Context: an optimization exercise on an open-source flow, tuned for small area, a short achievable clock period and few clock cycles per item. The choices shown serve that exercise and are no tape-out recipe.
The RTL of this run was laid out without a check of its function.

File: config.mk
export PLATFORM = sky130hd
export DESIGN_NAME = fir_top
export DESIGN_NICKNAME = fir_top
export VERILOG_FILES = /design/flow/design.v
export SDC_FILE = /design/flow/constraint.sdc
export NUM_CORES = 4
export LEC_CHECK = 0
export CAP_MARGIN = 20
export CORE_MARGIN = 2
export CORE_UTILIZATION = 65
export CTS_BUF_LIST = sky130_fd_sc_hd__clkbuf_8
export CTS_CLUSTER_SIZE = 30
export SETUP_SLACK_MARGIN = 5
export SLEW_MARGIN = 20
export SYNTH_HIERARCHICAL = 1
File: constraint.sdc
create_clock -name core_clock -period 10.0 [get_ports {clk}]
set_input_delay 2.0000 -clock core_clock [delete_from_list [all_inputs] [get_ports {clk}]]
set_output_delay 2.0000 -clock core_clock [all_outputs]
set_load 0.01 [all_outputs]
File: design.v
module fir_top (
    input  wire       clk,
    input  wire       resetN,
    input  wire       sampleClk,
    input  wire [7:0] sample,
    output wire [7:0] sum,
    output reg        dav
);
   reg [7:0] h1, h2, h3, h4, h5, h6, h7, h8;
   reg [8:0] s23, s14, s16;
   reg [9:0] m3;
   reg [19:0] t1, t2;
   reg [3:0] ic;
   wire busy = ~ic[3] | ~ic[2];
   wire en = sampleClk | busy;
   wire [7:0] xin = busy ? 8'd0 : sample;
   wire s_1, c_2;
   ha us_1 (h1[0], h2[0], s_1, c_2);
   wire s_3, c_4;
   ha us_3 (h1[1], h2[1], s_3, c_4);
   wire s_5, c_6;
   ha us_5 (h1[2], h2[2], s_5, c_6);
   wire s_7, c_8;
   ha us_7 (h1[3], h2[3], s_7, c_8);
   wire s_9, c_10;
   ha us_9 (h1[4], h2[4], s_9, c_10);
   wire s_11, c_12;
   ha us_11 (h1[5], h2[5], s_11, c_12);
   wire s_13, c_14;
   ha us_13 (h1[6], h2[6], s_13, c_14);
   wire s_15, c_16;
   ha us_15 (h1[7], h2[7], s_15, c_16);
   wire s_17, c_18;
   ha us_17 (h1[7], h2[7], s_17, c_18);
   wire G_19 = c_4 | (s_3 & c_2);
   wire G_21 = c_6 | (s_5 & c_4);
   wire P_22 = s_5 & s_3;
   wire G_23 = c_8 | (s_7 & c_6);
   wire P_24 = s_7 & s_5;
   wire G_25 = c_10 | (s_9 & c_8);
   wire P_26 = s_9 & s_7;
   wire G_27 = c_12 | (s_11 & c_10);
   wire P_28 = s_11 & s_9;
   wire G_29 = c_14 | (s_13 & c_12);
   wire P_30 = s_13 & s_11;
   wire G_31 = c_16 | (s_15 & c_14);
   wire P_32 = s_15 & s_13;
   wire G_33 = c_18 | (s_17 & c_16);
   wire P_34 = s_17 & s_15;
   wire G_35 = G_21 | (P_22 & c_2);
   wire G_37 = G_23 | (P_24 & G_19);
   wire G_39 = G_25 | (P_26 & G_21);
   wire P_40 = P_26 & P_22;
   wire G_41 = G_27 | (P_28 & G_23);
   wire P_42 = P_28 & P_24;
   wire G_43 = G_29 | (P_30 & G_25);
   wire P_44 = P_30 & P_26;
   wire G_45 = G_31 | (P_32 & G_27);
   wire P_46 = P_32 & P_28;
   wire G_47 = G_33 | (P_34 & G_29);
   wire P_48 = P_34 & P_30;
   wire G_49 = G_39 | (P_40 & c_2);
   wire G_51 = G_41 | (P_42 & G_19);
   wire G_53 = G_43 | (P_44 & G_35);
   wire G_55 = G_45 | (P_46 & G_37);
   wire G_57 = G_47 | (P_48 & G_39);
   wire P_58 = P_48 & P_40;
   wire G_59 = G_57 | (P_58 & c_2);
   wire [8:0] s23n;
   assign s23n[0] = ~(s_1);
   assign s23n[1] = ~(s_3 ^ c_2);
   assign s23n[2] = ~(s_5 ^ G_19);
   assign s23n[3] = ~(s_7 ^ G_35);
   assign s23n[4] = ~(s_9 ^ G_37);
   assign s23n[5] = ~(s_11 ^ G_49);
   assign s23n[6] = ~(s_13 ^ G_51);
   assign s23n[7] = ~(s_15 ^ G_53);
   assign s23n[8] = s_17 ^ G_55;
   wire s_61, c_62;
   ha us_61 (sample[0], h3[0], s_61, c_62);
   wire s_63, c_64;
   ha us_63 (sample[1], h3[1], s_63, c_64);
   wire s_65, c_66;
   ha us_65 (sample[2], h3[2], s_65, c_66);
   wire s_67, c_68;
   ha us_67 (sample[3], h3[3], s_67, c_68);
   wire s_69, c_70;
   ha us_69 (sample[4], h3[4], s_69, c_70);
   wire s_71, c_72;
   ha us_71 (sample[5], h3[5], s_71, c_72);
   wire s_73, c_74;
   ha us_73 (sample[6], h3[6], s_73, c_74);
   wire s_75, c_76;
   ha us_75 (sample[7], h3[7], s_75, c_76);
   wire s_77, c_78;
   ha us_77 (sample[7], h3[7], s_77, c_78);
   wire y_79;
   ao uy_79 (c_64, s_63, c_62, y_79);
   wire y_80;
   ao uy_80 (c_68, s_67, c_66, y_80);
   wire y_81;
   an uy_81 (s_67, s_65, y_81);
   wire y_82;
   ao uy_82 (c_72, s_71, c_70, y_82);
   wire y_83;
   an uy_83 (s_71, s_69, y_83);
   wire y_84;
   ao uy_84 (c_76, s_75, c_74, y_84);
   wire y_85;
   an uy_85 (s_75, s_73, y_85);
   wire y_86;
   ao uy_86 (c_66, s_65, y_79, y_86);
   wire y_87;
   ao uy_87 (y_80, y_81, y_79, y_87);
   wire y_88;
   ao uy_88 (c_74, s_73, y_82, y_88);
   wire y_89;
   an uy_89 (s_73, y_83, y_89);
   wire y_90;
   ao uy_90 (y_84, y_85, y_82, y_90);
   wire y_91;
   an uy_91 (y_85, y_83, y_91);
   wire y_92;
   ao uy_92 (c_70, s_69, y_87, y_92);
   wire y_93;
   ao uy_93 (y_82, y_83, y_87, y_93);
   wire y_94;
   ao uy_94 (y_88, y_89, y_87, y_94);
   wire y_95;
   ao uy_95 (y_90, y_91, y_87, y_95);
   wire y_96;
   ao uy_96 (c_78, s_77, y_95, y_96);
   wire [8:0] s14nr;
   assign s14nr[0] = ~s_61;
   xn ss14nr1 (s_63, c_62, s14nr[1]);
   xn ss14nr2 (s_65, y_79, s14nr[2]);
   xn ss14nr3 (s_67, y_86, s14nr[3]);
   xn ss14nr4 (s_69, y_87, s14nr[4]);
   xn ss14nr5 (s_71, y_92, s14nr[5]);
   xn ss14nr6 (s_73, y_93, s14nr[6]);
   xn ss14nr7 (s_75, y_94, s14nr[7]);
   xr ss14nr8 (s_77, y_95, s14nr[8]);
   wire [8:0] s14n = busy ? 9'd255 : s14nr;
   wire s_97, c_98;
   ha us_97 (sample[0], h5[0], s_97, c_98);
   wire s_99, c_100;
   ha us_99 (sample[1], h5[1], s_99, c_100);
   wire s_101, c_102;
   ha us_101 (sample[2], h5[2], s_101, c_102);
   wire s_103, c_104;
   ha us_103 (sample[3], h5[3], s_103, c_104);
   wire s_105, c_106;
   ha us_105 (sample[4], h5[4], s_105, c_106);
   wire s_107, c_108;
   ha us_107 (sample[5], h5[5], s_107, c_108);
   wire s_109, c_110;
   ha us_109 (sample[6], h5[6], s_109, c_110);
   wire s_111, c_112;
   ha us_111 (sample[7], h5[7], s_111, c_112);
   wire s_113, c_114;
   ha us_113 (sample[7], h5[7], s_113, c_114);
   wire y_115;
   ao uy_115 (c_100, s_99, c_98, y_115);
   wire y_116;
   ao uy_116 (c_104, s_103, c_102, y_116);
   wire y_117;
   an uy_117 (s_103, s_101, y_117);
   wire y_118;
   ao uy_118 (c_108, s_107, c_106, y_118);
   wire y_119;
   an uy_119 (s_107, s_105, y_119);
   wire y_120;
   ao uy_120 (c_112, s_111, c_110, y_120);
   wire y_121;
   an uy_121 (s_111, s_109, y_121);
   wire y_122;
   ao uy_122 (c_102, s_101, y_115, y_122);
   wire y_123;
   ao uy_123 (y_116, y_117, y_115, y_123);
   wire y_124;
   ao uy_124 (c_110, s_109, y_118, y_124);
   wire y_125;
   an uy_125 (s_109, y_119, y_125);
   wire y_126;
   ao uy_126 (y_120, y_121, y_118, y_126);
   wire y_127;
   an uy_127 (y_121, y_119, y_127);
   wire y_128;
   ao uy_128 (c_106, s_105, y_123, y_128);
   wire y_129;
   ao uy_129 (y_118, y_119, y_123, y_129);
   wire y_130;
   ao uy_130 (y_124, y_125, y_123, y_130);
   wire y_131;
   ao uy_131 (y_126, y_127, y_123, y_131);
   wire y_132;
   ao uy_132 (c_114, s_113, y_131, y_132);
   wire [8:0] s16nr;
   assign s16nr[0] = ~s_97;
   xn ss16nr1 (s_99, c_98, s16nr[1]);
   xn ss16nr2 (s_101, y_115, s16nr[2]);
   xn ss16nr3 (s_103, y_122, s16nr[3]);
   xn ss16nr4 (s_105, y_123, s16nr[4]);
   xn ss16nr5 (s_107, y_128, s16nr[5]);
   xn ss16nr6 (s_109, y_129, s16nr[6]);
   xn ss16nr7 (s_111, y_130, s16nr[7]);
   xr ss16nr8 (s_113, y_131, s16nr[8]);
   wire [8:0] s16n = busy ? 9'd255 : s16nr;
   wire s_133, c_134;
   ha us_133 (sample[1], sample[0], s_133, c_134);
   wire s_135, c_136;
   ha us_135 (sample[2], sample[1], s_135, c_136);
   wire s_137, c_138;
   ha us_137 (sample[3], sample[2], s_137, c_138);
   wire s_139, c_140;
   ha us_139 (sample[4], sample[3], s_139, c_140);
   wire s_141, c_142;
   ha us_141 (sample[5], sample[4], s_141, c_142);
   wire s_143, c_144;
   ha us_143 (sample[6], sample[5], s_143, c_144);
   wire s_145, c_146;
   ha us_145 (sample[7], sample[6], s_145, c_146);
   wire s_147, c_148;
   ha us_147 (sample[7], sample[7], s_147, c_148);
   wire s_149, c_150;
   ha us_149 (sample[7], sample[7], s_149, c_150);
   wire y_151;
   ao uy_151 (c_138, s_137, c_136, y_151);
   wire y_152;
   an uy_152 (s_137, s_135, y_152);
   wire y_153;
   ao uy_153 (c_142, s_141, c_140, y_153);
   wire y_154;
   an uy_154 (s_141, s_139, y_154);
   wire y_155;
   ao uy_155 (c_146, s_145, c_144, y_155);
   wire y_156;
   an uy_156 (s_145, s_143, y_156);
   wire y_157;
   ao uy_157 (c_150, s_149, c_148, y_157);
   wire y_158;
   an uy_158 (s_149, s_147, y_158);
   wire y_159;
   ao uy_159 (c_136, s_135, c_134, y_159);
   wire y_160;
   ao uy_160 (y_151, y_152, c_134, y_160);
   wire y_161;
   ao uy_161 (c_144, s_143, y_153, y_161);
   wire y_162;
   an uy_162 (s_143, y_154, y_162);
   wire y_163;
   ao uy_163 (y_155, y_156, y_153, y_163);
   wire y_164;
   an uy_164 (y_156, y_154, y_164);
   wire y_165;
   ao uy_165 (c_140, s_139, y_160, y_165);
   wire y_166;
   ao uy_166 (y_153, y_154, y_160, y_166);
   wire y_167;
   ao uy_167 (y_161, y_162, y_160, y_167);
   wire y_168;
   ao uy_168 (y_163, y_164, y_160, y_168);
   wire y_169;
   ao uy_169 (c_148, s_147, y_168, y_169);
   wire y_170;
   ao uy_170 (y_157, y_158, y_168, y_170);
   wire [9:0] m3nr;
   assign m3nr[0] = ~sample[0];
   assign m3nr[1] = ~s_133;
   xn sm3nr2 (s_135, c_134, m3nr[2]);
   xn sm3nr3 (s_137, y_159, m3nr[3]);
   xn sm3nr4 (s_139, y_160, m3nr[4]);
   xn sm3nr5 (s_141, y_165, m3nr[5]);
   xn sm3nr6 (s_143, y_166, m3nr[6]);
   xn sm3nr7 (s_145, y_167, m3nr[7]);
   xn sm3nr8 (s_147, y_168, m3nr[8]);
   xr sm3nr9 (s_149, y_169, m3nr[9]);
   wire [9:0] m3n = busy ? 10'd511 : m3nr;
   wire s_171, c_172;
   fa us_171 (s23[1], s14[4], s14[2], s_171, c_172);
   wire s_173, c_174;
   fa us_173 (s23[2], s14[5], s14[3], s_173, c_174);
   wire s_175, c_176;
   fa us_175 (s23[3], s14[6], s14[4], s_175, c_176);
   wire s_177, c_178;
   fa us_177 (s23[4], s23[0], s14[7], s_177, c_178);
   wire s_179, c_180;
   xr xs_179 (s23[6], s14[5], s_179);
   anb ns_179 (s23[6], s14[5], c_180);
   wire s_181, c_182;
   fa us_181 (s23[5], s23[1], s14[8], s_181, c_182);
   wire s_183, c_184;
   fa us_183 (s14[6], s14[4], h7[5], s_183, c_184);
   wire s_185, c_186;
   xr xs_185 (s23[7], s14[0], s_185);
   nr ns_185 (s23[7], s14[0], c_186);
   wire s_187, c_188;
   fa us_187 (s23[6], s23[2], s14[7], s_187, c_188);
   wire s_189, c_190;
   fa us_189 (s23[8], ~s14[5], s14[1], s_189, c_190);
   wire s_191, c_192;
   fa us_191 (s23[7], s23[3], s14[8], s_191, c_192);
   wire s_193, c_194;
   fa us_193 (s23[0], s14[2], h7[7], s_193, c_194);
   wire s_195, c_196;
   fa us_195 (s23[8], s23[4], s14[7], s_195, c_196);
   wire s_197, c_198;
   fa us_197 (s23[0], s14[3], s14[1], s_197, c_198);
   wire s_199, c_200;
   fa us_199 (s_171, s14[0], h7[1], s_199, c_200);
   wire s_201, c_202;
   xr xs_201 (s23[3], h6[4], s_201);
   nr ns_201 (s23[3], h6[4], c_202);
   wire s_203, c_204;
   fa us_203 (c_172, s_173, s14[1], s_203, c_204);
   wire s_205, c_206;
   fa us_205 (s23[4], ~h7[2], h6[5], s_205, c_206);
   wire s_207, c_208;
   fa us_207 (c_174, s_175, s14[2], s_207, c_208);
   wire s_209, c_210;
   fa us_209 (s23[5], ~h7[3], h6[6], s_209, c_210);
   wire s_211, c_212;
   fa us_211 (c_176, s_177, s14[3], s_211, c_212);
   wire s_213, c_214;
   fa us_213 (~s_179, h7[4], h6[7], s_213, c_214);
   wire s_215, c_216;
   fa us_215 (c_178, c_180, s_181, s_215, c_216);
   wire s_217, c_218;
   fa us_217 (s_183, s_185, 1'b1, s_217, c_218);
   wire s_219, c_220;
   fa us_219 (c_182, c_184, c_186, s_219, c_220);
   wire s_221, c_222;
   fa us_221 (s_187, ~s_189, h7[6], s_221, c_222);
   wire s_223, c_224;
   fa us_223 (c_188, s_191, s14[6], s_223, c_224);
   wire s_225, c_226;
   ha us_225 (c_190, s_193, s_225, c_226);
   wire s_227, c_228;
   fa us_227 (c_194, s23[1], s14[3], s_227, c_228);
   wire s_229, c_230;
   fa us_229 (c_192, s_195, 1'b1, s_229, c_230);
   wire s_231, c_232;
   fa us_231 (c_196, s23[5], s14[8], s_231, c_232);
   wire s_233, c_234;
   xr xs_233 (s23[2], s14[4], s_233);
   nr ns_233 (s23[2], s14[4], c_234);
   wire s_235, c_236;
   fa us_235 (~s23[6], s23[3], s14[5], s_235, c_236);
   wire s_237, c_238;
   xr xs_237 (s23[7], s23[4], s_237);
   anb ns_237 (s23[4], s23[7], c_238);
   wire s_239, c_240;
   xr xs_239 (s23[8], s23[5], s_239);
   anb ns_239 (s23[5], s23[8], c_240);
   wire s_241, c_242;
   xr xs_241 (s23[0], s14[1], s_241);
   anb ns_241 (s23[0], s14[1], c_242);
   wire s_243, c_244;
   fa us_243 (~s23[1], s14[2], s14[0], s_243, c_244);
   wire s_245, c_246;
   fa us_245 (s_197, ~s23[2], h7[0], s_245, c_246);
   wire s_247, c_248;
   fa us_247 (c_198, s_199, s_201, s_247, c_248);
   wire s_249, c_250;
   fa us_249 (c_200, c_202, s_203, s_249, c_250);
   wire s_251, c_252;
   fa us_251 (c_204, ~c_206, s_207, s_251, c_252);
   wire s_253, c_254;
   fa us_253 (c_208, s_211, s_213, s_253, c_254);
   wire s_255, c_256;
   fa us_255 (c_212, c_214, s_215, s_255, c_256);
   wire s_257, c_258;
   fa us_257 (c_216, c_218, s_219, s_257, c_258);
   wire s_259, c_260;
   fa us_259 (c_220, c_222, s_223, s_259, c_260);
   wire s_261, c_262;
   fa us_261 (~c_224, c_226, s_227, s_261, c_262);
   wire s_263, c_264;
   fa us_263 (c_230, s_231, s_233, s_263, c_264);
   wire s_265, c_266;
   fa us_265 (c_232, c_234, ~s_235, s_265, c_266);
   wire s_267, c_268;
   fa us_267 (c_236, s_237, s14[6], s_267, c_268);
   wire s_269, c_270;
   fa us_269 (~c_238, s_239, s14[7], s_269, c_270);
   wire s_271, c_272;
   fa us_271 (~c_240, s23[6], s14[8], s_271, c_272);
   wire s_273, c_274;
   xr xs_273 (s14[0], h6[0], s_273);
   anb ns_273 (h6[0], s14[0], c_274);
   wire s_275, c_276;
   ha us_275 (s_241, h6[1], s_275, c_276);
   wire s_277, c_278;
   fa us_277 (c_242, s_243, ~h6[2], s_277, c_278);
   wire s_279, c_280;
   fa us_279 (c_244, s_245, ~h6[3], s_279, c_280);
   wire s_281, c_282;
   fa us_281 (c_246, s_247, 1'b1, s_281, c_282);
   wire s_283, c_284;
   fa us_283 (c_248, s_249, ~s_205, s_283, c_284);
   wire s_285, c_286;
   fa us_285 (c_250, s_251, ~s_209, s_285, c_286);
   wire s_287, c_288;
   fa us_287 (c_252, s_253, ~c_210, s_287, c_288);
   wire s_289, c_290;
   fa us_289 (c_254, s_255, s_217, s_289, c_290);
   wire s_291, c_292;
   fa us_291 (c_256, s_257, s_221, s_291, c_292);
   wire s_293, c_294;
   fa us_293 (c_258, s_259, ~s_225, s_293, c_294);
   wire s_295, c_296;
   fa us_295 (c_260, ~s_261, s_229, s_295, c_296);
   wire s_297, c_298;
   fa us_297 (c_262, ~s_263, c_228, s_297, c_298);
   wire s_299, c_300;
   fa us_299 (c_264, s_265, 1'b1, s_299, c_300);
   wire s_301, c_302;
   fa us_301 (c_266, ~s_267, 1'b1, s_301, c_302);
   wire s_303, c_304;
   ha us_303 (c_268, s_269, s_303, c_304);
   wire s_305, c_306;
   ha us_305 (c_270, s_271, s_305, c_306);
   wire s_307, c_308;
   xr xs_307 (c_272, s23[7], s_307);
   nr ns_307 (c_272, s23[7], c_308);
   wire s_309, c_310;
   xr xs_309 (s_273, 1'b1, s_309);
   anb ns_309 (s_273, 1'b1, c_310);
   wire s_311, c_312;
   xr xs_311 (c_274, s_275, s_311);
   anb ns_311 (s_275, c_274, c_312);
   wire s_313, c_314;
   xr xs_313 (c_276, s_277, s_313);
   anb ns_313 (c_276, s_277, c_314);
   wire s_315, c_316;
   ha us_315 (c_278, s_279, s_315, c_316);
   wire s_317, c_318;
   ha us_317 (c_280, s_281, s_317, c_318);
   wire s_319, c_320;
   ha us_319 (c_282, s_283, s_319, c_320);
   wire s_321, c_322;
   ha us_321 (c_284, s_285, s_321, c_322);
   wire s_323, c_324;
   ha us_323 (c_286, s_287, s_323, c_324);
   wire s_325, c_326;
   ha us_325 (c_288, s_289, s_325, c_326);
   wire s_327, c_328;
   ha us_327 (c_290, s_291, s_327, c_328);
   wire s_329, c_330;
   ha us_329 (c_292, s_293, s_329, c_330);
   wire s_331, c_332;
   ha us_331 (c_294, s_295, s_331, c_332);
   wire s_333, c_334;
   xr xs_333 (c_296, s_297, s_333);
   anb ns_333 (s_297, c_296, c_334);
   wire s_335, c_336;
   xr xs_335 (c_298, s_299, s_335);
   anb ns_335 (c_298, s_299, c_336);
   wire s_337, c_338;
   ha us_337 (c_300, s_301, s_337, c_338);
   wire s_339, c_340;
   xr xs_339 (c_302, s_303, s_339);
   anb ns_339 (s_303, c_302, c_340);
   wire s_341, c_342;
   xr xs_341 (c_304, s_305, s_341);
   nr ns_341 (c_304, s_305, c_342);
   wire s_343, c_344;
   xr xs_343 (c_306, s_307, s_343);
   anb ns_343 (c_306, s_307, c_344);
   wire s_345, c_346;
   xr xs_345 (c_308, s23[8], s_345);
   anb ns_345 (s23[8], c_308, c_346);
   wire G_347 = c_312 | (~s_311 & c_310);
   wire G_349 = c_314 | (~s_313 & c_312);
   wire P_350 = ~s_313 & ~s_311;
   wire G_351 = c_316 | (s_315 & c_314);
   wire P_352 = s_315 & ~s_313;
   wire G_353 = c_318 | (s_317 & c_316);
   wire P_354 = s_317 & s_315;
   wire G_355 = c_320 | (s_319 & c_318);
   wire P_356 = s_319 & s_317;
   wire G_357 = c_322 | (s_321 & c_320);
   wire P_358 = s_321 & s_319;
   wire G_359 = c_324 | (s_323 & c_322);
   wire P_360 = s_323 & s_321;
   wire G_361 = c_326 | (s_325 & c_324);
   wire P_362 = s_325 & s_323;
   wire G_363 = c_328 | (s_327 & c_326);
   wire P_364 = s_327 & s_325;
   wire G_365 = c_330 | (s_329 & c_328);
   wire P_366 = s_329 & s_327;
   wire G_367 = c_332 | (s_331 & c_330);
   wire P_368 = s_331 & s_329;
   wire G_369 = c_334 | (~s_333 & c_332);
   wire P_370 = ~s_333 & s_331;
   wire G_371 = c_336 | (~s_335 & c_334);
   wire P_372 = ~s_335 & ~s_333;
   wire G_373 = c_338 | (s_337 & c_336);
   wire P_374 = s_337 & ~s_335;
   wire G_375 = c_340 | (~s_339 & c_338);
   wire P_376 = ~s_339 & s_337;
   wire G_377 = c_342 | (s_341 & c_340);
   wire P_378 = s_341 & ~s_339;
   wire G_379 = c_344 | (~s_343 & c_342);
   wire P_380 = ~s_343 & s_341;
   wire G_381 = c_346 | (~s_345 & c_344);
   wire P_382 = ~s_345 & ~s_343;
   wire G_383 = 1'b0 | (1'b1 & c_346);
   wire P_384 = 1'b1 & ~s_345;
   wire G_385 = G_349 | (P_350 & c_310);
   wire G_387 = G_351 | (P_352 & G_347);
   wire G_389 = G_353 | (P_354 & G_349);
   wire P_390 = P_354 & P_350;
   wire G_391 = G_355 | (P_356 & G_351);
   wire P_392 = P_356 & P_352;
   wire G_393 = G_357 | (P_358 & G_353);
   wire P_394 = P_358 & P_354;
   wire G_395 = G_359 | (P_360 & G_355);
   wire P_396 = P_360 & P_356;
   wire G_397 = G_361 | (P_362 & G_357);
   wire P_398 = P_362 & P_358;
   wire G_399 = G_363 | (P_364 & G_359);
   wire P_400 = P_364 & P_360;
   wire G_401 = G_365 | (P_366 & G_361);
   wire P_402 = P_366 & P_362;
   wire G_403 = G_367 | (P_368 & G_363);
   wire P_404 = P_368 & P_364;
   wire G_405 = G_369 | (P_370 & G_365);
   wire P_406 = P_370 & P_366;
   wire G_407 = G_371 | (P_372 & G_367);
   wire P_408 = P_372 & P_368;
   wire G_409 = G_373 | (P_374 & G_369);
   wire P_410 = P_374 & P_370;
   wire G_411 = G_375 | (P_376 & G_371);
   wire P_412 = P_376 & P_372;
   wire G_413 = G_377 | (P_378 & G_373);
   wire P_414 = P_378 & P_374;
   wire G_415 = G_379 | (P_380 & G_375);
   wire P_416 = P_380 & P_376;
   wire G_417 = G_381 | (P_382 & G_377);
   wire P_418 = P_382 & P_378;
   wire G_419 = G_383 | (P_384 & G_379);
   wire P_420 = P_384 & P_380;
   wire G_421 = G_389 | (P_390 & c_310);
   wire G_423 = G_391 | (P_392 & G_347);
   wire G_425 = G_393 | (P_394 & G_385);
   wire G_427 = G_395 | (P_396 & G_387);
   wire G_429 = G_397 | (P_398 & G_389);
   wire P_430 = P_398 & P_390;
   wire G_431 = G_399 | (P_400 & G_391);
   wire P_432 = P_400 & P_392;
   wire G_433 = G_401 | (P_402 & G_393);
   wire P_434 = P_402 & P_394;
   wire G_435 = G_403 | (P_404 & G_395);
   wire P_436 = P_404 & P_396;
   wire G_437 = G_405 | (P_406 & G_397);
   wire P_438 = P_406 & P_398;
   wire G_439 = G_407 | (P_408 & G_399);
   wire P_440 = P_408 & P_400;
   wire G_441 = G_409 | (P_410 & G_401);
   wire P_442 = P_410 & P_402;
   wire G_443 = G_411 | (P_412 & G_403);
   wire P_444 = P_412 & P_404;
   wire G_445 = G_413 | (P_414 & G_405);
   wire P_446 = P_414 & P_406;
   wire G_447 = G_415 | (P_416 & G_407);
   wire P_448 = P_416 & P_408;
   wire G_449 = G_417 | (P_418 & G_409);
   wire P_450 = P_418 & P_410;
   wire G_451 = G_419 | (P_420 & G_411);
   wire P_452 = P_420 & P_412;
   wire G_453 = G_429 | (P_430 & c_310);
   wire G_455 = G_431 | (P_432 & G_347);
   wire G_457 = G_433 | (P_434 & G_385);
   wire G_459 = G_435 | (P_436 & G_387);
   wire G_461 = G_437 | (P_438 & G_421);
   wire G_463 = G_439 | (P_440 & G_423);
   wire G_465 = G_441 | (P_442 & G_425);
   wire G_467 = G_443 | (P_444 & G_427);
   wire G_469 = G_445 | (P_446 & G_429);
   wire P_470 = P_446 & P_430;
   wire G_471 = G_447 | (P_448 & G_431);
   wire P_472 = P_448 & P_432;
   wire G_473 = G_449 | (P_450 & G_433);
   wire P_474 = P_450 & P_434;
   wire G_475 = G_451 | (P_452 & G_435);
   wire P_476 = P_452 & P_436;
   wire G_477 = G_469 | (P_470 & c_310);
   wire G_479 = G_471 | (P_472 & G_347);
   wire G_481 = G_473 | (P_474 & G_385);
   wire G_483 = G_475 | (P_476 & G_387);
   wire [19:0] t2n;
   assign t2n[0] = ~s_309;
   assign t2n[1] = ~s_311 ^ c_310;
   assign t2n[2] = ~s_313 ^ G_347;
   assign t2n[3] = s_315 ^ G_385;
   assign t2n[4] = s_317 ^ G_387;
   assign t2n[5] = s_319 ^ G_421;
   assign t2n[6] = s_321 ^ G_423;
   assign t2n[7] = s_323 ^ G_425;
   assign t2n[8] = s_325 ^ G_427;
   assign t2n[9] = s_327 ^ G_453;
   assign t2n[10] = s_329 ^ G_455;
   assign t2n[11] = s_331 ^ G_457;
   assign t2n[12] = ~s_333 ^ G_459;
   assign t2n[13] = ~s_335 ^ G_461;
   assign t2n[14] = s_337 ^ G_463;
   assign t2n[15] = ~s_339 ^ G_465;
   assign t2n[16] = s_341 ^ G_467;
   assign t2n[17] = ~s_343 ^ G_477;
   assign t2n[18] = ~s_345 ^ G_479;
   assign t2n[19] = ~(1'b1 ^ G_481);
   wire s_485, c_486;
   fa us_485 (t2[3], s16[1], ~h7[0], s_485, c_486);
   wire s_487, c_488;
   fa us_487 (t2[4], s16[2], s16[0], s_487, c_488);
   wire s_489, c_490;
   fa us_489 (h7[0], h7[1], ~c_486, s_489, c_490);
   wire s_491, c_492;
   fa us_491 (t2[5], s16[3], s16[1], s_491, c_492);
   wire s_493, c_494;
   fa us_493 (h7[1], h7[2], ~c_488, s_493, c_494);
   wire s_495, c_496;
   xr xs_495 (s_491, c_490, s_495);
   anb ns_495 (c_490, s_491, c_496);
   wire s_497, c_498;
   fa us_497 (t2[6], s16[4], s16[2], s_497, c_498);
   wire s_499, c_500;
   fa us_499 (~s16[0], h7[2], h7[3], s_499, c_500);
   wire s_501, c_502;
   fa us_501 (c_492, s_497, ~s_499, s_501, c_502);
   wire s_503, c_504;
   xr xs_503 (c_494, s_501, s_503);
   anb ns_503 (c_494, s_501, c_504);
   wire s_505, c_506;
   fa us_505 (t2[7], s16[5], s16[3], s_505, c_506);
   wire s_507, c_508;
   fa us_507 (~s16[1], h7[3], h7[4], s_507, c_508);
   wire s_509, c_510;
   fa us_509 (c_498, ~c_500, s_505, s_509, c_510);
   wire s_511, c_512;
   fa us_511 (~s_507, c_502, s_509, s_511, c_512);
   wire s_513, c_514;
   fa us_513 (t2[8], s16[6], s16[4], s_513, c_514);
   wire s_515, c_516;
   fa us_515 (~s16[2], h7[4], h7[5], s_515, c_516);
   wire s_517, c_518;
   fa us_517 (c_506, ~c_508, s_513, s_517, c_518);
   wire s_519, c_520;
   fa us_519 (~s_515, c_510, s_517, s_519, c_520);
   wire s_521, c_522;
   fa us_521 (t2[9], s16[7], s16[5], s_521, c_522);
   wire s_523, c_524;
   fa us_523 (~s16[3], h7[5], h7[6], s_523, c_524);
   wire s_525, c_526;
   fa us_525 (c_514, ~c_516, s_521, s_525, c_526);
   wire s_527, c_528;
   fa us_527 (~s_523, c_518, s_525, s_527, c_528);
   wire s_529, c_530;
   fa us_529 (t2[10], s16[8], s16[6], s_529, c_530);
   wire s_531, c_532;
   fa us_531 (s16[4], ~h7[6], h7[7], s_531, c_532);
   wire s_533, c_534;
   fa us_533 (c_522, s_529, s_531, s_533, c_534);
   wire s_535, c_536;
   fa us_535 (~c_524, c_526, s_533, s_535, c_536);
   wire s_537, c_538;
   fa us_537 (t2[11], s16[7], s16[5], s_537, c_538);
   wire s_539, c_540;
   fa us_539 (h7[7], c_530, c_532, s_539, c_540);
   wire s_541, c_542;
   fa us_541 (s_537, c_534, s_539, s_541, c_542);
   wire s_543, c_544;
   fa us_543 (t2[12], s16[8], s16[6], s_543, c_544);
   wire s_545, c_546;
   fa us_545 (c_538, s_543, c_540, s_545, c_546);
   wire s_547, c_548;
   fa us_547 (t2[13], s16[7], c_544, s_547, c_548);
   wire s_549, c_550;
   ha us_549 (t2[14], s16[8], s_549, c_550);
   wire s_551, c_552;
   ha us_551 (t2[2], s16[0], s_551, c_552);
   wire s_553, c_554;
   xr xs_553 (s_487, s_489, s_553);
   anb ns_553 (s_489, s_487, c_554);
   wire s_555, c_556;
   xr xs_555 (s_493, s_495, s_555);
   nr ns_555 (s_493, s_495, c_556);
   wire s_557, c_558;
   xr xs_557 (c_496, s_503, s_557);
   anb ns_557 (s_503, c_496, c_558);
   wire s_559, c_560;
   ha us_559 (c_504, s_511, s_559, c_560);
   wire s_561, c_562;
   ha us_561 (c_512, s_519, s_561, c_562);
   wire s_563, c_564;
   ha us_563 (c_520, s_527, s_563, c_564);
   wire s_565, c_566;
   ha us_565 (c_528, s_535, s_565, c_566);
   wire s_567, c_568;
   ha us_567 (c_536, s_541, s_567, c_568);
   wire s_569, c_570;
   ha us_569 (c_542, s_545, s_569, c_570);
   wire s_571, c_572;
   ha us_571 (c_546, s_547, s_571, c_572);
   wire s_573, c_574;
   ha us_573 (c_548, s_549, s_573, c_574);
   wire s_575, c_576;
   ha us_575 (t2[15], c_550, s_575, c_576);
   wire G_577 = 1'b0 | (t2[1] & 1'b0);
   wire G_579 = c_552 | (s_551 & 1'b0);
   wire P_580 = s_551 & t2[1];
   wire G_581 = 1'b0 | (s_485 & c_552);
   wire P_582 = s_485 & s_551;
   wire G_583 = c_554 | (~s_553 & 1'b0);
   wire P_584 = ~s_553 & s_485;
   wire G_585 = c_556 | (s_555 & c_554);
   wire P_586 = s_555 & ~s_553;
   wire G_587 = c_558 | (~s_557 & c_556);
   wire P_588 = ~s_557 & s_555;
   wire G_589 = c_560 | (s_559 & c_558);
   wire P_590 = s_559 & ~s_557;
   wire G_591 = c_562 | (s_561 & c_560);
   wire P_592 = s_561 & s_559;
   wire G_593 = c_564 | (s_563 & c_562);
   wire P_594 = s_563 & s_561;
   wire G_595 = c_566 | (s_565 & c_564);
   wire P_596 = s_565 & s_563;
   wire G_597 = c_568 | (s_567 & c_566);
   wire P_598 = s_567 & s_565;
   wire G_599 = c_570 | (s_569 & c_568);
   wire P_600 = s_569 & s_567;
   wire G_601 = c_572 | (s_571 & c_570);
   wire P_602 = s_571 & s_569;
   wire G_603 = c_574 | (s_573 & c_572);
   wire P_604 = s_573 & s_571;
   wire G_605 = c_576 | (s_575 & c_574);
   wire P_606 = s_575 & s_573;
   wire G_607 = 1'b0 | (t2[16] & c_576);
   wire P_608 = t2[16] & s_575;
   wire G_609 = 1'b0 | (t2[17] & 1'b0);
   wire P_610 = t2[17] & t2[16];
   wire G_611 = 1'b0 | (t2[18] & 1'b0);
   wire P_612 = t2[18] & t2[17];
   wire G_613 = 1'b0 | (t2[19] & 1'b0);
   wire P_614 = t2[19] & t2[18];
   wire G_615 = G_579 | (P_580 & 1'b0);
   wire G_617 = G_581 | (P_582 & G_577);
   wire G_619 = G_583 | (P_584 & G_579);
   wire P_620 = P_584 & P_580;
   wire G_621 = G_585 | (P_586 & G_581);
   wire P_622 = P_586 & P_582;
   wire G_623 = G_587 | (P_588 & G_583);
   wire P_624 = P_588 & P_584;
   wire G_625 = G_589 | (P_590 & G_585);
   wire P_626 = P_590 & P_586;
   wire G_627 = G_591 | (P_592 & G_587);
   wire P_628 = P_592 & P_588;
   wire G_629 = G_593 | (P_594 & G_589);
   wire P_630 = P_594 & P_590;
   wire G_631 = G_595 | (P_596 & G_591);
   wire P_632 = P_596 & P_592;
   wire G_633 = G_597 | (P_598 & G_593);
   wire P_634 = P_598 & P_594;
   wire G_635 = G_599 | (P_600 & G_595);
   wire P_636 = P_600 & P_596;
   wire G_637 = G_601 | (P_602 & G_597);
   wire P_638 = P_602 & P_598;
   wire G_639 = G_603 | (P_604 & G_599);
   wire P_640 = P_604 & P_600;
   wire G_641 = G_605 | (P_606 & G_601);
   wire P_642 = P_606 & P_602;
   wire G_643 = G_607 | (P_608 & G_603);
   wire P_644 = P_608 & P_604;
   wire G_645 = G_609 | (P_610 & G_605);
   wire P_646 = P_610 & P_606;
   wire G_647 = G_611 | (P_612 & G_607);
   wire P_648 = P_612 & P_608;
   wire G_649 = G_613 | (P_614 & G_609);
   wire P_650 = P_614 & P_610;
   wire G_651 = G_619 | (P_620 & 1'b0);
   wire G_653 = G_621 | (P_622 & G_577);
   wire G_655 = G_623 | (P_624 & G_615);
   wire G_657 = G_625 | (P_626 & G_617);
   wire G_659 = G_627 | (P_628 & G_619);
   wire P_660 = P_628 & P_620;
   wire G_661 = G_629 | (P_630 & G_621);
   wire P_662 = P_630 & P_622;
   wire G_663 = G_631 | (P_632 & G_623);
   wire P_664 = P_632 & P_624;
   wire G_665 = G_633 | (P_634 & G_625);
   wire P_666 = P_634 & P_626;
   wire G_667 = G_635 | (P_636 & G_627);
   wire P_668 = P_636 & P_628;
   wire G_669 = G_637 | (P_638 & G_629);
   wire P_670 = P_638 & P_630;
   wire G_671 = G_639 | (P_640 & G_631);
   wire P_672 = P_640 & P_632;
   wire G_673 = G_641 | (P_642 & G_633);
   wire P_674 = P_642 & P_634;
   wire G_675 = G_643 | (P_644 & G_635);
   wire P_676 = P_644 & P_636;
   wire G_677 = G_645 | (P_646 & G_637);
   wire P_678 = P_646 & P_638;
   wire G_679 = G_647 | (P_648 & G_639);
   wire P_680 = P_648 & P_640;
   wire G_681 = G_649 | (P_650 & G_641);
   wire P_682 = P_650 & P_642;
   wire G_683 = G_659 | (P_660 & 1'b0);
   wire G_685 = G_661 | (P_662 & G_577);
   wire G_687 = G_663 | (P_664 & G_615);
   wire G_689 = G_665 | (P_666 & G_617);
   wire G_691 = G_667 | (P_668 & G_651);
   wire G_693 = G_669 | (P_670 & G_653);
   wire G_695 = G_671 | (P_672 & G_655);
   wire G_697 = G_673 | (P_674 & G_657);
   wire G_699 = G_675 | (P_676 & G_659);
   wire P_700 = P_676 & P_660;
   wire G_701 = G_677 | (P_678 & G_661);
   wire P_702 = P_678 & P_662;
   wire G_703 = G_679 | (P_680 & G_663);
   wire P_704 = P_680 & P_664;
   wire G_705 = G_681 | (P_682 & G_665);
   wire P_706 = P_682 & P_666;
   wire G_707 = G_699 | (P_700 & 1'b0);
   wire G_709 = G_701 | (P_702 & G_577);
   wire G_711 = G_703 | (P_704 & G_615);
   wire G_713 = G_705 | (P_706 & G_617);
   wire [19:0] t1n;
   assign t1n[0] = t2[0];
   assign t1n[1] = t2[1] ^ 1'b0;
   assign t1n[2] = s_551 ^ G_577;
   assign t1n[3] = s_485 ^ G_615;
   assign t1n[4] = ~s_553 ^ G_617;
   assign t1n[5] = s_555 ^ G_651;
   assign t1n[6] = ~s_557 ^ G_653;
   assign t1n[7] = s_559 ^ G_655;
   assign t1n[8] = s_561 ^ G_657;
   assign t1n[9] = s_563 ^ G_683;
   assign t1n[10] = s_565 ^ G_685;
   assign t1n[11] = s_567 ^ G_687;
   assign t1n[12] = s_569 ^ G_689;
   assign t1n[13] = s_571 ^ G_691;
   assign t1n[14] = s_573 ^ G_693;
   assign t1n[15] = s_575 ^ G_695;
   assign t1n[16] = t2[16] ^ G_697;
   assign t1n[17] = t2[17] ^ G_707;
   assign t1n[18] = t2[18] ^ G_709;
   assign t1n[19] = ~(t2[19] ^ G_711);
   wire s_715, c_716;
   fa us_715 (t1[3], m3[0], ~h1[3], s_715, c_716);
   wire s_717, c_718;
   fa us_717 (t1[4], m3[1], ~h1[4], s_717, c_718);
   wire s_719, c_720;
   fa us_719 (t1[5], m3[2], ~h1[5], s_719, c_720);
   wire s_721, c_722;
   fa us_721 (t1[6], m3[3], ~h1[6], s_721, c_722);
   wire s_723, c_724;
   fa us_723 (t1[7], m3[4], h1[7], s_723, c_724);
   wire s_725, c_726;
   ha us_725 (t1[8], m3[5], s_725, c_726);
   wire s_727, c_728;
   ha us_727 (t1[9], m3[6], s_727, c_728);
   wire s_729, c_730;
   ha us_729 (t1[10], m3[7], s_729, c_730);
   wire s_731, c_732;
   ha us_731 (t1[11], m3[8], s_731, c_732);
   wire s_733, c_734;
   ha us_733 (t1[12], m3[9], s_733, c_734);
   wire s_735, c_736;
   xr xs_735 (t1[0], h1[0], s_735);
   anb ns_735 (h1[0], t1[0], c_736);
   wire s_737, c_738;
   xr xs_737 (t1[1], h1[1], s_737);
   anb ns_737 (h1[1], t1[1], c_738);
   wire s_739, c_740;
   xr xs_739 (t1[2], h1[2], s_739);
   anb ns_739 (h1[2], t1[2], c_740);
   wire s_741, c_742;
   ha us_741 (c_716, s_717, s_741, c_742);
   wire s_743, c_744;
   ha us_743 (c_718, s_719, s_743, c_744);
   wire s_745, c_746;
   ha us_745 (c_720, s_721, s_745, c_746);
   wire s_747, c_748;
   ha us_747 (c_722, s_723, s_747, c_748);
   wire s_749, c_750;
   ha us_749 (c_724, s_725, s_749, c_750);
   wire s_751, c_752;
   ha us_751 (c_726, s_727, s_751, c_752);
   wire s_753, c_754;
   ha us_753 (c_728, s_729, s_753, c_754);
   wire s_755, c_756;
   ha us_755 (c_730, s_731, s_755, c_756);
   wire s_757, c_758;
   ha us_757 (c_732, s_733, s_757, c_758);
   wire s_759, c_760;
   ha us_759 (t1[13], c_734, s_759, c_760);
   wire G_761 = c_738 | (~s_737 & c_736);
   wire G_763 = c_740 | (~s_739 & c_738);
   wire P_764 = ~s_739 & ~s_737;
   wire G_765 = 1'b0 | (s_715 & c_740);
   wire P_766 = s_715 & ~s_739;
   wire G_767 = c_742 | (s_741 & 1'b0);
   wire P_768 = s_741 & s_715;
   wire G_769 = c_744 | (s_743 & c_742);
   wire P_770 = s_743 & s_741;
   wire G_771 = c_746 | (s_745 & c_744);
   wire P_772 = s_745 & s_743;
   wire G_773 = c_748 | (s_747 & c_746);
   wire P_774 = s_747 & s_745;
   wire G_775 = c_750 | (s_749 & c_748);
   wire P_776 = s_749 & s_747;
   wire G_777 = c_752 | (s_751 & c_750);
   wire P_778 = s_751 & s_749;
   wire G_779 = c_754 | (s_753 & c_752);
   wire P_780 = s_753 & s_751;
   wire G_781 = c_756 | (s_755 & c_754);
   wire P_782 = s_755 & s_753;
   wire G_783 = c_758 | (s_757 & c_756);
   wire P_784 = s_757 & s_755;
   wire G_785 = c_760 | (s_759 & c_758);
   wire P_786 = s_759 & s_757;
   wire G_787 = 1'b0 | (t1[14] & c_760);
   wire P_788 = t1[14] & s_759;
   wire G_789 = 1'b0 | (t1[15] & 1'b0);
   wire P_790 = t1[15] & t1[14];
   wire G_791 = 1'b0 | (t1[16] & 1'b0);
   wire P_792 = t1[16] & t1[15];
   wire G_793 = 1'b0 | (t1[17] & 1'b0);
   wire P_794 = t1[17] & t1[16];
   wire G_795 = 1'b0 | (t1[18] & 1'b0);
   wire P_796 = t1[18] & t1[17];
   wire G_797 = 1'b0 | (t1[19] & 1'b0);
   wire P_798 = t1[19] & t1[18];
   wire G_799 = G_763 | (P_764 & c_736);
   wire G_801 = G_765 | (P_766 & G_761);
   wire G_803 = G_767 | (P_768 & G_763);
   wire P_804 = P_768 & P_764;
   wire G_805 = G_769 | (P_770 & G_765);
   wire P_806 = P_770 & P_766;
   wire G_807 = G_771 | (P_772 & G_767);
   wire P_808 = P_772 & P_768;
   wire G_809 = G_773 | (P_774 & G_769);
   wire P_810 = P_774 & P_770;
   wire G_811 = G_775 | (P_776 & G_771);
   wire P_812 = P_776 & P_772;
   wire G_813 = G_777 | (P_778 & G_773);
   wire P_814 = P_778 & P_774;
   wire G_815 = G_779 | (P_780 & G_775);
   wire P_816 = P_780 & P_776;
   wire G_817 = G_781 | (P_782 & G_777);
   wire P_818 = P_782 & P_778;
   wire G_819 = G_783 | (P_784 & G_779);
   wire P_820 = P_784 & P_780;
   wire G_821 = G_785 | (P_786 & G_781);
   wire P_822 = P_786 & P_782;
   wire G_823 = G_787 | (P_788 & G_783);
   wire P_824 = P_788 & P_784;
   wire G_825 = G_789 | (P_790 & G_785);
   wire P_826 = P_790 & P_786;
   wire G_827 = G_791 | (P_792 & G_787);
   wire P_828 = P_792 & P_788;
   wire G_829 = G_793 | (P_794 & G_789);
   wire P_830 = P_794 & P_790;
   wire G_831 = G_795 | (P_796 & G_791);
   wire P_832 = P_796 & P_792;
   wire G_833 = G_797 | (P_798 & G_793);
   wire P_834 = P_798 & P_794;
   wire G_835 = G_803 | (P_804 & c_736);
   wire G_837 = G_805 | (P_806 & G_761);
   wire G_839 = G_807 | (P_808 & G_799);
   wire G_841 = G_809 | (P_810 & G_801);
   wire G_843 = G_811 | (P_812 & G_803);
   wire P_844 = P_812 & P_804;
   wire G_845 = G_813 | (P_814 & G_805);
   wire P_846 = P_814 & P_806;
   wire G_847 = G_815 | (P_816 & G_807);
   wire P_848 = P_816 & P_808;
   wire G_849 = G_817 | (P_818 & G_809);
   wire P_850 = P_818 & P_810;
   wire G_851 = G_819 | (P_820 & G_811);
   wire P_852 = P_820 & P_812;
   wire G_853 = G_821 | (P_822 & G_813);
   wire P_854 = P_822 & P_814;
   wire G_855 = G_823 | (P_824 & G_815);
   wire P_856 = P_824 & P_816;
   wire G_857 = G_825 | (P_826 & G_817);
   wire P_858 = P_826 & P_818;
   wire G_859 = G_827 | (P_828 & G_819);
   wire P_860 = P_828 & P_820;
   wire G_861 = G_829 | (P_830 & G_821);
   wire P_862 = P_830 & P_822;
   wire G_863 = G_831 | (P_832 & G_823);
   wire P_864 = P_832 & P_824;
   wire G_865 = G_833 | (P_834 & G_825);
   wire P_866 = P_834 & P_826;
   wire G_867 = G_843 | (P_844 & c_736);
   wire G_869 = G_845 | (P_846 & G_761);
   wire G_871 = G_847 | (P_848 & G_799);
   wire G_873 = G_849 | (P_850 & G_801);
   wire G_875 = G_851 | (P_852 & G_835);
   wire G_877 = G_853 | (P_854 & G_837);
   wire G_879 = G_855 | (P_856 & G_839);
   wire G_881 = G_857 | (P_858 & G_841);
   wire G_883 = G_859 | (P_860 & G_843);
   wire P_884 = P_860 & P_844;
   wire G_885 = G_861 | (P_862 & G_845);
   wire P_886 = P_862 & P_846;
   wire G_887 = G_863 | (P_864 & G_847);
   wire P_888 = P_864 & P_848;
   wire G_889 = G_865 | (P_866 & G_849);
   wire P_890 = P_866 & P_850;
   wire G_891 = G_883 | (P_884 & c_736);
   wire G_893 = G_885 | (P_886 & G_761);
   wire G_895 = G_887 | (P_888 & G_799);
   wire G_897 = G_889 | (P_890 & G_801);
   wire [19:0] r;
   assign r[0] = ~s_735;
   assign r[1] = ~s_737 ^ c_736;
   assign r[2] = ~s_739 ^ G_761;
   assign r[3] = s_715 ^ G_799;
   assign r[4] = s_741 ^ G_801;
   assign r[5] = s_743 ^ G_835;
   assign r[6] = s_745 ^ G_837;
   assign r[7] = s_747 ^ G_839;
   assign r[8] = s_749 ^ G_841;
   assign r[9] = s_751 ^ G_867;
   assign r[10] = s_753 ^ G_869;
   assign r[11] = s_755 ^ G_871;
   assign r[12] = s_757 ^ G_873;
   assign r[13] = s_759 ^ G_875;
   assign r[14] = t1[14] ^ G_877;
   assign r[15] = t1[15] ^ G_879;
   assign r[16] = t1[16] ^ G_881;
   assign r[17] = t1[17] ^ G_891;
   assign r[18] = t1[18] ^ G_893;
   assign r[19] = t1[19] ^ G_895;
   wire c7;
   carry7 uc7 (r[9:3], sample[6:0], c7);
   wire up0, sp0, sn0, up1, sp1, sn1, up, sp, sn;
   presel ups0 (r[19:10], sample[7], 1'b0, up0, sp0, sn0);
   presel ups1 (r[19:10], sample[7], 1'b1, up1, sp1, sn1);
   mux3 upsm (c7, {up0, sp0, sn0}, {up1, sp1, sn1}, {up, sp, sn});
   reg [7:0] rq;
   reg upq, spq, snq;
   wire [7:0] rinc = rq + upq;
   assign sum = spq ? 8'h7f : snq ? 8'h80 : rinc;
   always @(posedge clk, negedge resetN)
     if (!resetN) begin
        ic <= 4'd0;
        dav <= 1'b0;
     end else begin
        if (busy) ic <= ic + 4'd1;
        dav <= sampleClk & ~busy;
     end
   always @(posedge clk) begin
      rq <= r[18:11];
      upq <= up; spq <= sp; snq <= sn;
      if (en) begin
         t1 <= t1n; t2 <= t2n;
         s23 <= s23n; s14 <= s14n; s16 <= s16n;
         m3 <= m3n;
         h1 <= xin; h2 <= h1; h3 <= h2; h4 <= h3;
         h5 <= h4; h6 <= h5; h7 <= h6; h8 <= h7;
      end
   end
endmodule
module carry7 (input [6:0] a, input [6:0] b, output c);
   wire [7:0] s = {1'b0, a} + {1'b0, b};
   assign c = s[7];
endmodule
module presel (input [9:0] r, input x7, input c, output up, output sp, output sn);
   wire signed [8:0] rs = r[9:1];
   wire nx = ~x7;
   wire n0 = ~r[0] & ~nx & ~c;
   wire n3 = r[0] & nx & c;
   assign up = (r[0] & nx) | (r[0] & c) | (nx & c);
   assign sp = (rs >= 9'sd129) | ((rs == 9'sd128) & ~n0) | ((rs == 9'sd127) & n3);
   assign sn = (rs <= -9'sd130) | ((rs == -9'sd129) & ~n3) | ((rs == -9'sd128) & n0);
endmodule
module mux3 (input s, input [2:0] a, input [2:0] b, output [2:0] y);
   assign y = s ? b : a;
endmodule
module fa (input a, input b, input c, output s, output co);
   assign s = a ^ b ^ c;
   assign co = (a & b) | (a & c) | (b & c);
endmodule
module ha (input a, input b, output s, output co);
   assign s = a ^ b;
   assign co = a & b;
endmodule
module xr (input a, input b, output y);
   assign y = a ^ b;
endmodule
module nr (input a, input b, output y);
   assign y = ~(a | b);
endmodule
module anb (input a, input b, output y);
   assign y = ~a & b;
endmodule
module xn (input a, input b, output y);
   assign y = ~(a ^ b);
endmodule
module an (input a, input b, output y);
   assign y = a & b;
endmodule
module ao (input g, input p, input gl, output y);
   assign y = g | (p & gl);
endmodule
File: run.sh
#!/bin/bash
# synth_recipe.tcl (not shown) runs the flow's synth.tcl, then flattens the netlist and writes it again
# the make line also repeats each setting of config.mk as NAME=value (left out here)
make -C /OpenROAD-flow-scripts/flow DESIGN_CONFIG=/design/flow/config.mk WORK_HOME=/design/flow/orfs CLKGATE_MAP_FILE= SYNTH_SCRIPT=/design/flow/synth_recipe.tcl finish
==> run summary <==
## synth_stat cells (all sizes together), types with 3 or more instances
master,instances
edfxtp,133
fa,91
ha,88
inv,68
xnor2,61
a21o,51
xor2,44
nor2,43
a21oi,35
nand2,30
nor2b,24
or2,23
o21ai,21
nand3,18
and2,17
and3,17
dfxtp,11
nand2b,9
nand4,8
nor3,8
a211oi,7
clkbuf,7
o21a,6
or4,6
dfrtp,5
o211ai,5
a31oi,4
mux2,4
o21bai,4
nand4b,3
nor3b,3
## final timing paths
kind | startpoint | to | slack, ns | cells after the start
setup / recovery | s23[1]$_DFFE_PP_ | t2[19]$_DFFE_PP_ | 5.27 | 12
hold / removal | h4[3]$_DFFE_PP_ | h5[3]$_DFFE_PP_ | 0.42 | 0
setup reg to reg | s23[1]$_DFFE_PP_ | t2[19]$_DFFE_PP_ | 5.27 | 12
hold reg to reg | h4[3]$_DFFE_PP_ | h5[3]$_DFFE_PP_ | 0.42 | 0
max in group asynchronous | resetN | ic[1]$_DFFE_PN0P_ | 8.08 | 1
min in group asynchronous | resetN | dav$_DFF_PN0_ | 1.74 | 1
## modules after synthesis, one instance, submodules excluded
module,times used,cells,area [um^2],flip-flops and latches
anb,20,1,13.8,0
xr,28,1,8.76,0
carry7,1,14,125,0
an,15,1,6.26,0
ha,76,1,12.5,0
fir_top,1,553,6770,149
xn,21,1,8.76,0
presel,2,11,86.3,0
ao,36,1,7.51,0
mux3,1,3,33.8,0
nr,6,1,3.75,0
fa,91,1,20.0,0
## worst max-delay path, stage by stage (launching register included)
cell	delay, ns
edfxtp_1	0.53
fa_1	0.55
fa_1	0.51
fa_1	0.58
fa_1	0.44
ha_1	0.35
and2_4	0.18
a22o_1	0.22
a211oi_2	0.34
o21ai_1	0.14
a21oi_2	0.24
nor4b_1	0.08
or3_1	0.30
## through the flow
| stage | worst slack (ns) | area (um^2) | hold slack (ns) | instances |
|---|---|---|---|---|
| 2_1_floorplan | 5.69 | 11000 | 0.400 | 896 |
| 3_3_place_gp | 5.44 | 11500 | 0.402 | 1129 |
| 3_5_place_dp | 5.34 | 11500 | 0.406 | 1129 |
| 4_1_cts | 5.33 | 11800 | 0.422 | 1161 |
| 5_1_grt | 5.11 | 11800 | 0.430 | 1161 |
| 6_report | 5.27 | 11800 | 0.418 | 1161 |
## cell type report
class | count | area, um^2
flip-flops and latches | 149 | 4340
clock inverters | 15 | 130
well taps | 220 | 275
multi-input cells | 672 | 6390
repair buffers | 20 | 198
inverters | 68 | 255
fillers | 1125 | 4700
clock buffers | 17 | 234
## sequential cells by signal, summed over array words and instances, names as in the netlist, 4 cells and up
name,cells
h1,8
h2,8
h3,8
h4,8
h5,8
h6,8
h7,8
ic,4
m3,10
rq,8
s14,9
s16,9
s23,9
t1,20
t2,20
## logic make-up after synthesis
group | count (synthesis) | share of synthesized area
buf+inv | 75 | 0.0257
simple gates | 217 | 0.123
flops | 149 | 0.396
xor+xnor | 105 | 0.0839
other cells | 2 | 0.000685
compound gates | 152 | 0.0990
fa+ha+maj | 181 | 0.268
mux | 4 | 0.00411
## metal layers
metal / wire length, um / global-route usage / vias up / share of wire
met1: 9980 / 0.359 / 3391 / 0.44
li1: - / - / 3201 / -
met4: 455 / 0.0762 / 0 / 0.020
met2: 11400 / 0.463 / 157 / 0.50
met3: 784 / 0.0420 / 37 / 0.035
met5: 0 / 0 / - / 0
==> impl_metrics.csv <==
group,metric,value,unit
cts,ctsLongestPathBuffers,2,
detailed_routing,first_pass_iters,5,
timing,worst-slew-pin-transition,1.02,ns
timing,fin_crit_sh,0.473,
grt,grtUsageTotal,0.269,
cts,post_cts_resized,0,
yosys,synth_area_leader_cell,"edfxtp_1",
timing,finClkSkew,0.0105,ns
detailed_routing,vias,6786,
cts,htreeDepth,4,
place,gp_congestion,0.872,
cts,clock_latency,0.46,ns
status,outcome,"no timing/DRC/antenna violations",
yosys,ys_types,66,
timing,slew_viol_final,0,
timing,relSlewSlack,0.321,
grt,antenna_found_initial,0,
floorplan,ios,20,
cts,clkSlewWorstSetupHoldPaths,0.09,ns
cts,cts_tree,"yes",
worst_setup_path,end_kind,"flop",
cells_and_area,drive_gt1_frac,0.104,
yosys,synth_edf_count,133,
yosys,avgSynthCellArea,12.4,um^2
detailed_routing,post-route-drc-count,0,
cells_and_area,final_nets,1118,
place,port_buffers,19,
grt,grt_pass1_wl,36700,um
floorplan,die_h,134,um
yosys,syn_inst,885,
worst_setup_path,cp_data_required_time,10.21,ns
detailed_routing,avgViaCountPerCell,5.84,
yosys,synthArstFlopShare,0.0336,
hold_path,holdCritPathClass,"flop to flop",
timing,report.final.setup_viol,0,
yosys,yosys_most_used_dff,"edfxtp_1",
worst_setup_path,cp-start-kind,"flop",
job,maxCapViolCount,0,
cts,cts_made_buffers,17,
worst_setup_path,worst-path-max-fanout,4,
cells_and_area,final_cell_mix,"edfxtp_1 (133), fa_1 (91), ha_1 (88), inv_1 (69), xnor2_1 (61)",
yosys,synth_area_leaders,"edfxtp_1 (36%), fa_1 (17%), ha_1 (10%)",
floorplan,dieArea,17900,um^2
floorplan,core-area,16500,um^2
yosys,seq_area_frac_synth,0.396,
cts,cts_post_setup_buffers_inserted,0,
floorplan,die-width,134,um
timing,rsz0062_at_grt,"no",
detailed_routing,wl_per_cell,19.5,um
timing,finalHoldViolCount,0,
cts,root_buffer,"clkbuf_8",
place,place_hpwl,17600,um
timing,fmax,212,MHz
detailed_routing,routed_wl,22700,um
cells_and_area,diodes,0,
timing,min_period,4.73,ns
worst_setup_path,worstPathArrival,4.93,ns
yosys,ys_ff_latch,149,
grt,grt_max_degree,82,
yosys,synth_top_area_frac,0.364,
cts,hold_buffers,0,
yosys,mappedNetlistArea,11000,um^2
detailed_routing,drt_iter0_markers,417,
worst_setup_path,crit_type,"flop to flop",
cells_and_area,layout_commonest_cell,"edfxtp_1",
grt,grt-ovfl-total,0,
cells_and_area,area_growth,7.79,%
floorplan,initial_core_util,0.664,
grt,grt_pass1_vias,7100,
cts,clock_sinks,149,
yosys,synth_warnings,7,
floorplan,row_count,47,
timing,setup_tns,0,ns
detailed_routing,ant_nets,0,
cells_and_area,utilization,0.715,

==> afterwards: timing with drivers on the ports <==
The results above use ideal ports. As a check the final layout listed here was re-extracted and re-timed, cells and wires unchanged.
Step 1, drivers: a clkbuf_16 drives clk and a buf_2 each remaining input, both assumed.
Step 2 also shifts input and output timing later by t, the mid clock arrival at the registers, as if the neighbouring blocks saw the same clock.
a / b / c = ideal ports / drivers / drivers and shift; a / b = the first two.
shift t [ns]: 0.493
setup slack, ns: 5.273 / 5.273 / 5.273
latest minus earliest clock arrival (ns): 0.012 / 0.012
worst slew at a driven data input, ns: 0.03
After both steps this run still meets setup and hold. The setup slack of this run moves by 0.000 ns with the drivers and by 0.000 ns with both steps.
